From an optimization exercise on the open Yosys and OpenROAD flow, aimed at small area and a short achievable clock period; shortcuts taken in it are not production practice.
For this run, only the layout was checked, not whether the RTL still works.
No activity file was given, so power comes from the tool's default toggle rates.

==> design/flow/design.v <==
module ALU_pre
( input  [2:0]  Op_code,
  input  [31:0] A, B,
  output [31:0] U,
  output [14:0] G
);
  wire eb  = (Op_code == 3'b001) | (Op_code == 3'b010);
  wire inv = (Op_code == 3'b010) | (Op_code == 3'b110);
  wire cin = (Op_code == 3'b010) | (Op_code == 3'b101);
  wire s_and = (Op_code == 3'b011);
  wire s_or  = (Op_code == 3'b100);
  wire s_b   = (Op_code == 3'b111);
  wire [31:0] y = ({32{eb}} & B) ^ {32{inv}};
  wire [31:0] x = s_b ? B : s_and ? (A & B) : s_or ? (A | B) : A;
  wire [31:0] p = x ^ y;
  wire [31:0] g = A & y;
  assign U[0] = p[0] ^ ((cin));
  assign U[1] = p[1] ^ ((g[0]) | (cin & p[0]));
  assign G[0] = (g[0] & p[1]) | (g[1]) | (cin & p[0] & p[1]);
  assign U[2] = p[2] ^ (1'b0);
  assign U[3] = p[3] ^ ((g[2]));
  assign G[1] = (g[2] & p[3]) | (g[3]);
  assign U[4] = p[4] ^ (1'b0);
  assign U[5] = p[5] ^ ((g[4]));
  assign G[2] = (g[4] & p[5]) | (g[5]);
  assign U[6] = p[6] ^ (1'b0);
  assign U[7] = p[7] ^ ((g[6]));
  assign G[3] = (g[6] & p[7]) | (g[7]);
  assign U[8] = p[8] ^ (1'b0);
  assign U[9] = p[9] ^ ((g[8]));
  assign G[4] = (g[8] & p[9]) | (g[9]);
  assign U[10] = p[10] ^ (1'b0);
  assign U[11] = p[11] ^ ((g[10]));
  assign G[5] = (g[10] & p[11]) | (g[11]);
  assign U[12] = p[12] ^ (1'b0);
  assign U[13] = p[13] ^ ((g[12]));
  assign G[6] = (g[12] & p[13]) | (g[13]);
  assign U[14] = p[14] ^ (1'b0);
  assign U[15] = p[15] ^ ((g[14]));
  assign G[7] = (g[14] & p[15]) | (g[15]);
  assign U[16] = p[16] ^ (1'b0);
  assign U[17] = p[17] ^ ((g[16]));
  assign G[8] = (g[16] & p[17]) | (g[17]);
  assign U[18] = p[18] ^ (1'b0);
  assign U[19] = p[19] ^ ((g[18]));
  assign G[9] = (g[18] & p[19]) | (g[19]);
  assign U[20] = p[20] ^ (1'b0);
  assign U[21] = p[21] ^ ((g[20]));
  assign G[10] = (g[20] & p[21]) | (g[21]);
  assign U[22] = p[22] ^ (1'b0);
  assign U[23] = p[23] ^ ((g[22]));
  assign G[11] = (g[22] & p[23]) | (g[23]);
  assign U[24] = p[24] ^ (1'b0);
  assign U[25] = p[25] ^ ((g[24]));
  assign G[12] = (g[24] & p[25]) | (g[25]);
  assign U[26] = p[26] ^ (1'b0);
  assign U[27] = p[27] ^ ((g[26]));
  assign G[13] = (g[26] & p[27]) | (g[27]);
  assign U[28] = p[28] ^ (1'b0);
  assign U[29] = p[29] ^ ((g[28]));
  assign G[14] = (g[28] & p[29]) | (g[29]);
  assign U[30] = p[30] ^ (1'b0);
  assign U[31] = p[31] ^ ((g[30]));
endmodule
module ALU_post
( input  [31:0] U,
  input  [14:0] G,
  output [31:0] Y
);
  wire p0 = &U[1:0];
  wire p1 = &U[3:2];
  wire p2 = &U[5:4];
  wire p3 = &U[7:6];
  wire p4 = &U[9:8];
  wire p5 = &U[11:10];
  wire p6 = &U[13:12];
  wire p7 = &U[15:14];
  wire p8 = &U[17:16];
  wire p9 = &U[19:18];
  wire p10 = &U[21:20];
  wire p11 = &U[23:22];
  wire p12 = &U[25:24];
  wire p13 = &U[27:26];
  wire p14 = &U[29:28];
  wire p15 = &U[31:30];
  wire [15:0] c;
  assign c[0] = 1'b0;
  assign c[1] = (G[0]);
  assign c[2] = (G[0] & p1) | (G[1]);
  assign c[3] = (G[0] & p1 & p2) | (G[1] & p2) | (G[2]);
  assign c[4] = (G[0] & p1 & p2 & p3) | (G[1] & p2 & p3) | (G[2] & p3) | (G[3]);
  assign c[5] = (G[0] & p1 & p2 & p3 & p4) | (G[1] & p2 & p3 & p4) | (G[2] & p3 & p4) | (G[3] & p4) | (G[4]);
  assign c[6] = (G[0] & p1 & p2 & p3 & p4 & p5) | (G[1] & p2 & p3 & p4 & p5) | (G[2] & p3 & p4 & p5) | (G[3] & p4 & p5) | (G[4] & p5) | (G[5]);
  assign c[7] = (G[0] & p1 & p2 & p3 & p4 & p5 & p6) | (G[1] & p2 & p3 & p4 & p5 & p6) | (G[2] & p3 & p4 & p5 & p6) | (G[3] & p4 & p5 & p6) | (G[4] & p5 & p6) | (G[5] & p6) | (G[6]);
  assign c[8] = (G[0] & p1 & p2 & p3 & p4 & p5 & p6 & p7) | (G[1] & p2 & p3 & p4 & p5 & p6 & p7) | (G[2] & p3 & p4 & p5 & p6 & p7) | (G[3] & p4 & p5 & p6 & p7) | (G[4] & p5 & p6 & p7) | (G[5] & p6 & p7) | (G[6] & p7) | (G[7]);
  assign c[9] = (G[0] & p1 & p2 & p3 & p4 & p5 & p6 & p7 & p8) | (G[1] & p2 & p3 & p4 & p5 & p6 & p7 & p8) | (G[2] & p3 & p4 & p5 & p6 & p7 & p8) | (G[3] & p4 & p5 & p6 & p7 & p8) | (G[4] & p5 & p6 & p7 & p8) | (G[5] & p6 & p7 & p8) | (G[6] & p7 & p8) | (G[7] & p8) | (G[8]);
  assign c[10] = (G[0] & p1 & p2 & p3 & p4 & p5 & p6 & p7 & p8 & p9) | (G[1] & p2 & p3 & p4 & p5 & p6 & p7 & p8 & p9) | (G[2] & p3 & p4 & p5 & p6 & p7 & p8 & p9) | (G[3] & p4 & p5 & p6 & p7 & p8 & p9) | (G[4] & p5 & p6 & p7 & p8 & p9) | (G[5] & p6 & p7 & p8 & p9) | (G[6] & p7 & p8 & p9) | (G[7] & p8 & p9) | (G[8] & p9) | (G[9]);
  assign c[11] = (G[0] & p1 & p2 & p3 & p4 & p5 & p6 & p7 & p8 & p9 & p10) | (G[1] & p2 & p3 & p4 & p5 & p6 & p7 & p8 & p9 & p10) | (G[2] & p3 & p4 & p5 & p6 & p7 & p8 & p9 & p10) | (G[3] & p4 & p5 & p6 & p7 & p8 & p9 & p10) | (G[4] & p5 & p6 & p7 & p8 & p9 & p10) | (G[5] & p6 & p7 & p8 & p9 & p10) | (G[6] & p7 & p8 & p9 & p10) | (G[7] & p8 & p9 & p10) | (G[8] & p9 & p10) | (G[9] & p10) | (G[10]);
  assign c[12] = (G[0] & p1 & p2 & p3 & p4 & p5 & p6 & p7 & p8 & p9 & p10 & p11) | (G[1] & p2 & p3 & p4 & p5 & p6 & p7 & p8 & p9 & p10 & p11) | (G[2] & p3 & p4 & p5 & p6 & p7 & p8 & p9 & p10 & p11) | (G[3] & p4 & p5 & p6 & p7 & p8 & p9 & p10 & p11) | (G[4] & p5 & p6 & p7 & p8 & p9 & p10 & p11) | (G[5] & p6 & p7 & p8 & p9 & p10 & p11) | (G[6] & p7 & p8 & p9 & p10 & p11) | (G[7] & p8 & p9 & p10 & p11) | (G[8] & p9 & p10 & p11) | (G[9] & p10 & p11) | (G[10] & p11) | (G[11]);
  assign c[13] = (G[0] & p1 & p2 & p3 & p4 & p5 & p6 & p7 & p8 & p9 & p10 & p11 & p12) | (G[1] & p2 & p3 & p4 & p5 & p6 & p7 & p8 & p9 & p10 & p11 & p12) | (G[2] & p3 & p4 & p5 & p6 & p7 & p8 & p9 & p10 & p11 & p12) | (G[3] & p4 & p5 & p6 & p7 & p8 & p9 & p10 & p11 & p12) | (G[4] & p5 & p6 & p7 & p8 & p9 & p10 & p11 & p12) | (G[5] & p6 & p7 & p8 & p9 & p10 & p11 & p12) | (G[6] & p7 & p8 & p9 & p10 & p11 & p12) | (G[7] & p8 & p9 & p10 & p11 & p12) | (G[8] & p9 & p10 & p11 & p12) | (G[9] & p10 & p11 & p12) | (G[10] & p11 & p12) | (G[11] & p12) | (G[12]);
  assign c[14] = (G[0] & p1 & p2 & p3 & p4 & p5 & p6 & p7 & p8 & p9 & p10 & p11 & p12 & p13) | (G[1] & p2 & p3 & p4 & p5 & p6 & p7 & p8 & p9 & p10 & p11 & p12 & p13) | (G[2] & p3 & p4 & p5 & p6 & p7 & p8 & p9 & p10 & p11 & p12 & p13) | (G[3] & p4 & p5 & p6 & p7 & p8 & p9 & p10 & p11 & p12 & p13) | (G[4] & p5 & p6 & p7 & p8 & p9 & p10 & p11 & p12 & p13) | (G[5] & p6 & p7 & p8 & p9 & p10 & p11 & p12 & p13) | (G[6] & p7 & p8 & p9 & p10 & p11 & p12 & p13) | (G[7] & p8 & p9 & p10 & p11 & p12 & p13) | (G[8] & p9 & p10 & p11 & p12 & p13) | (G[9] & p10 & p11 & p12 & p13) | (G[10] & p11 & p12 & p13) | (G[11] & p12 & p13) | (G[12] & p13) | (G[13]);
  assign c[15] = (G[0] & p1 & p2 & p3 & p4 & p5 & p6 & p7 & p8 & p9 & p10 & p11 & p12 & p13 & p14) | (G[1] & p2 & p3 & p4 & p5 & p6 & p7 & p8 & p9 & p10 & p11 & p12 & p13 & p14) | (G[2] & p3 & p4 & p5 & p6 & p7 & p8 & p9 & p10 & p11 & p12 & p13 & p14) | (G[3] & p4 & p5 & p6 & p7 & p8 & p9 & p10 & p11 & p12 & p13 & p14) | (G[4] & p5 & p6 & p7 & p8 & p9 & p10 & p11 & p12 & p13 & p14) | (G[5] & p6 & p7 & p8 & p9 & p10 & p11 & p12 & p13 & p14) | (G[6] & p7 & p8 & p9 & p10 & p11 & p12 & p13 & p14) | (G[7] & p8 & p9 & p10 & p11 & p12 & p13 & p14) | (G[8] & p9 & p10 & p11 & p12 & p13 & p14) | (G[9] & p10 & p11 & p12 & p13 & p14) | (G[10] & p11 & p12 & p13 & p14) | (G[11] & p12 & p13 & p14) | (G[12] & p13 & p14) | (G[13] & p14) | (G[14]);
  assign Y[0] = U[0];
  assign Y[1] = U[1];
  assign Y[2] = U[2] ^ c[1];
  assign Y[3] = U[3] ^ (c[1] & (&U[2:2]));
  assign Y[4] = U[4] ^ c[2];
  assign Y[5] = U[5] ^ (c[2] & (&U[4:4]));
  assign Y[6] = U[6] ^ c[3];
  assign Y[7] = U[7] ^ (c[3] & (&U[6:6]));
  assign Y[8] = U[8] ^ c[4];
  assign Y[9] = U[9] ^ (c[4] & (&U[8:8]));
  assign Y[10] = U[10] ^ c[5];
  assign Y[11] = U[11] ^ (c[5] & (&U[10:10]));
  assign Y[12] = U[12] ^ c[6];
  assign Y[13] = U[13] ^ (c[6] & (&U[12:12]));
  assign Y[14] = U[14] ^ c[7];
  assign Y[15] = U[15] ^ (c[7] & (&U[14:14]));
  assign Y[16] = U[16] ^ c[8];
  assign Y[17] = U[17] ^ (c[8] & (&U[16:16]));
  assign Y[18] = U[18] ^ c[9];
  assign Y[19] = U[19] ^ (c[9] & (&U[18:18]));
  assign Y[20] = U[20] ^ c[10];
  assign Y[21] = U[21] ^ (c[10] & (&U[20:20]));
  assign Y[22] = U[22] ^ c[11];
  assign Y[23] = U[23] ^ (c[11] & (&U[22:22]));
  assign Y[24] = U[24] ^ c[12];
  assign Y[25] = U[25] ^ (c[12] & (&U[24:24]));
  assign Y[26] = U[26] ^ c[13];
  assign Y[27] = U[27] ^ (c[13] & (&U[26:26]));
  assign Y[28] = U[28] ^ c[14];
  assign Y[29] = U[29] ^ (c[14] & (&U[28:28]));
  assign Y[30] = U[30] ^ c[15];
  assign Y[31] = U[31] ^ (c[15] & (&U[30:30]));
endmodule
module alu_reg
( input         clk,
  input  [2:0]  Op_code,
  input  [31:0] A, B,
  output [31:0] Y
);
  wire [31:0] u_c, y_c;
  wire [14:0]  g_c;
  reg  [31:0] u_r, y_r;
  reg  [14:0]  g_r;
  ALU_pre  u_pre  (.Op_code(Op_code), .A(A), .B(B), .U(u_c), .G(g_c));
  ALU_post u_post (.U(u_r), .G(g_r), .Y(y_c));
  always @(posedge clk) begin
    u_r <= u_c;
    g_r <= g_c;
    y_r <= y_c;
  end
  assign Y = y_r;
endmodule
==> design/flow/run.sh <==
#!/bin/bash
# synth_recipe.tcl (not shown) runs the flow's synth.tcl, then flattens the netlist and writes it again
# the make line also repeats each setting of config.mk as NAME=value (left out here)
make -C /OpenROAD-flow-scripts/flow DESIGN_CONFIG=/design/flow/config.mk WORK_HOME=/design/flow/orfs CLKGATE_MAP_FILE= SYNTH_SCRIPT=/design/flow/synth_recipe.tcl finish
==> design/flow/config.mk <==
export PLATFORM = sky130hd
export DESIGN_NAME = alu_reg
export DESIGN_NICKNAME = alu_reg
export VERILOG_FILES = /design/flow/design.v
export SDC_FILE = /design/flow/constraint.sdc
export NUM_CORES = 8
export LEC_CHECK = 0
export ABC_AREA = 1
export CAP_MARGIN = 20
export CORE_MARGIN = 2
export CORE_UTILIZATION = 40
export SETUP_SLACK_MARGIN = 2.7
export SLEW_MARGIN = 20
==> design/flow/constraint.sdc <==
create_clock -name core_clock -period 4.5 [get_ports {clk}]
set_input_delay 0.9000 -clock core_clock [delete_from_list [all_inputs] [get_ports {clk}]]
set_output_delay 0.9000 -clock core_clock [all_outputs]
set_load 0.01 [all_outputs]
==> flow_summary.json <==
{
  "grt_pass1_wl_um": 18600,
  "yosys_warnings": 1,
  "power.leakage_nw": 2.98,
  "num_vias": 4048,
  "gp_congestion": 0.894,
  "start_kind": "input port",
  "fin_nets": 758,
  "wirelength_um": 12500,
  "slowest_stage": "clkdlybuf4s50_1",
  "synth_fp_nets": 608,
  "p_per_area_nw_per_um2": 347,
  "drive_gt1_frac": 0.385,
  "path_max_fanout": 2,
  "max_freq_mhz": 476,
  "async_flop_share": 0,
  "final_cells": 801,
  "slew_violations": 0,
  "grt_pass1_vias": 3969,
  "grt_antenna_before_repair": 0,
  "worst_r2r_startpoint": "u_r[5]",
  "grt_max_degree": 17,
  "synth_area_um2": 4150,
  "ys_types": 40,
  "cp.arrival_ps": 2340,
  "tns_ps": 0,
  "fp.dieH_um": 106,
  "timing.hold.ws_ps": 335,
  "cts_tree": "built",
  "synth-seq-cells": 79,
  "place_inst": 733,
  "yosysSeqAreaShare": 0.381,
  "via_per_inst": 5.05,
  "hp-class": "register to register",
  "clock_path_buffers": 2,
  "start_util": 0.407,
  "clkLatencyLatePin_ps": 350,
  "finalSetupViolations": 0,
  "core_um2": 10200,
  "critical_path.endpoint_type": "register",
  "synth.avg_cell_area_um2": 8.13,
  "rsz0062_at_grt": "true",
  "hold_start": "u_r[0]",
  "synth_edf_count": 0,
  "timing.final.ws_setup_ps": 2400,
  "crit_type": "input port to register",
  "max-slew-margin-rel": 0.771,
  "finalCritPeriodShare": 0.467,
  "max-cap-violations": 0,
  "dp_slack_ps": 1150,
  "crit_start": "A[17]",
  "worst_pin_slew_ps": 339,
  "num_rows": 37,
  "syn_to_final_growth_pct": 58.0,
  "dpl.hpwl_um": 7410,
  "final_hold_viol_count": 0,
  "n_antenna_cell": 0,
  "port_buffers": 99,
  "htree_levels": 3,
  "drt_pre_antenna_iters": 4,
  "die_x_um": 106,
  "clock_skew_ps": 9.06,
  "clkSinkCount": 79,
  "vdd_drop_max_mv": 0.200,
  "ios": 100,
  "final_antenna_net_count": 0,
  "drt_iter0_markers": 185,
  "cts_buffers": 9,
  "ctsRootBufferMaster": "clkbuf_8",
  "cp.required_ps": 4740,
  "post_drt_wl_per_cell_um": 15.6,
  "drc": 0,
  "cpPeakStageDelay_ps": 550,
  "synth-main-ff-cell": "dfxtp_1",
  "status": "complete, no violations",
  "grt_use_total": 0.212,
  "path_cells": "clkdlybuf4s50_1 > inv_1 > o21ai_2 > o21ai_4 > xor2_1 > ha_2 > o21bai_1",
  "timing.final.crit_period_ps": 2100,
  "syn_inst": 510,
  "total_power_mw": 2.28,
  "path_clk_slew_ps": 80,
  "overflow": 0,
  "die-area_um2": 11200
}
placed cells by master (no fill, tap or decap), types with 7 or more instances in the layout:
cell type,synthesis,routed
buf_12,0,11
buf_2,3,24
buf_4,0,31
clkbuf_2,1,8
clkbuf_8,0,9
clkdlybuf4s50_1,0,62
dfxtp_1,79,64
dfxtp_2,0,15
ha_1,30,15
ha_2,0,15
inv_1,76,70
inv_2,5,7
nand2_1,36,30
nand2_2,7,11
nand3_1,9,7
nand4_1,8,8
nor2_1,26,25
o21ai_0,109,23
o21ai_1,3,27
o21ai_2,1,49
o21ai_4,0,14
o21bai_1,14,14
xor2_1,47,47
where the power goes:
part | switching [mW] | internal [mW] | total (mW)
Sequential | 0.0827 | 0.881 | 0.964
Clock | 0.272 | 0.317 | 0.589
Combinational | 0.382 | 0.341 | 0.723
Total | 0.737 | 1.54 | 2.28
synthesized netlist by cell type (2+ instances only):
library cell / n / area, µm²
nand2_4: 2 / 22.5
nor2_2: 7 / 43.8
nor2_1: 26 / 97.6
nor3_1: 4 / 20.0
nand2_1: 36 / 135
inv_1: 76 / 285
xnor2_1: 2 / 17.5
nand4_1: 8 / 50.1
buf_2: 3 / 15.0
a21oi_1: 3 / 15.0
ha_1: 30 / 375
o21ai_1: 3 / 15.0
nor3_2: 2 / 20.0
clkbuf_1: 10 / 37.5
nand2_2: 7 / 43.8
inv_2: 5 / 18.8
a22oi_1: 7 / 52.6
xor2_1: 47 / 412
dfxtp_1: 79 / 1580
o21ai_0: 109 / 546
nand3_1: 9 / 45.0
nand3_2: 4 / 40.0
o21bai_1: 14 / 105
worst max-delay path, delay by kind of cell:
family          cells  cell delay, ps
fa+ha+maj           1             190
buf+inv             2             660
compound gates      3             440
xor+xnor            1             150
sequential cells by signal, summed over array words and instances (netlist names):
signal and flops:
g_r 15, u_r 32, y_r 32
metal layers:
metal  vias up  global-route usage  share of wire
met5         -                   0              0
met4         0              0.0940          0.027
met3        34              0.0507          0.062
met2       121               0.366           0.50
met1      1894               0.247           0.41
li1       1999                   -              -
path summary, 6_finish.rpt:
check / end / slack [ps] / cells past startpoint
worst max-delay path: g_r[8] / 2400 / 7
worst min-delay path: y_r[0] / 340 / 0
worst max register to register: y_r[31] / 2560 / 14
worst min register to register: y_r[0] / 340 / 0
through the flow:
stage          utilization  area [µm²]
6_report             0.644        6560
5_1_grt              0.644        6560
4_1_cts              0.608        6190
3_3_place_gp         0.526        5350
2_1_floorplan            -        4270
3_5_place_dp         0.526        5350
timing repair:
| action | 4_1_cts | 5_1_grt |
|---|---|---|
| pin swaps | 29 | 36 |
| endpoints found under the setup margin | 85 | 82 |
| gates resized for setup | 190 | 120 |
| setup buffers | 30 | 13 |
| cloned | 6 | 3 |
| hold buffers | 0 | 0 |
kinds of logic (layout without fill, tap and decap cells):
logic type / count (synthesis) / count (layout) / synth area share
fa+ha+maj: 30 / 30 / 0.0905
buf+inv: 96 / 248 / 0.0899
simple gates: 110 / 113 / 0.139
xor+xnor: 49 / 49 / 0.103
flops: 79 / 79 / 0.381
compound gates: 146 / 146 / 0.196
area by class of cell:
type	instances	area [µm²]
clock buffers	10	128
clock inverters	6	92.6
fillers	843	3630
inverters	81	327
multi-input cells	338	2760
flip-flops and latches	79	1600
well taps	136	170
repair buffers	150	1470
repair inverters	1	7.51

-- port drivers added, routing unchanged --
How much do the figures lean on ideal ports? The routed layout below was timed once more, with nothing changed but the port constraints.
Step 1, drivers: a clkbuf_16 drives clk and a buf_2 each remaining input, both assumed.
Step 2, shift: input delay + t, output delay - t, t = (earliest + latest rising clock arrival at the registers) / 2. This alone moves slack from input paths to output paths.
a / b / c = no drivers / after step 1 / after step 2; a / b = the first two.
shift t [ns]: 0.381
setup WS [ns]: 2.398 / 2.384 / 2.003
worst setup path at the end: input to register
clock arrival spread, ns: 0.011 / 0.010
worst slew at a driven data input, ns: 0.06
After both steps this run still meets setup and hold. The setup slack of this run moves by -0.014 ns with the drivers and by -0.395 ns with both steps.
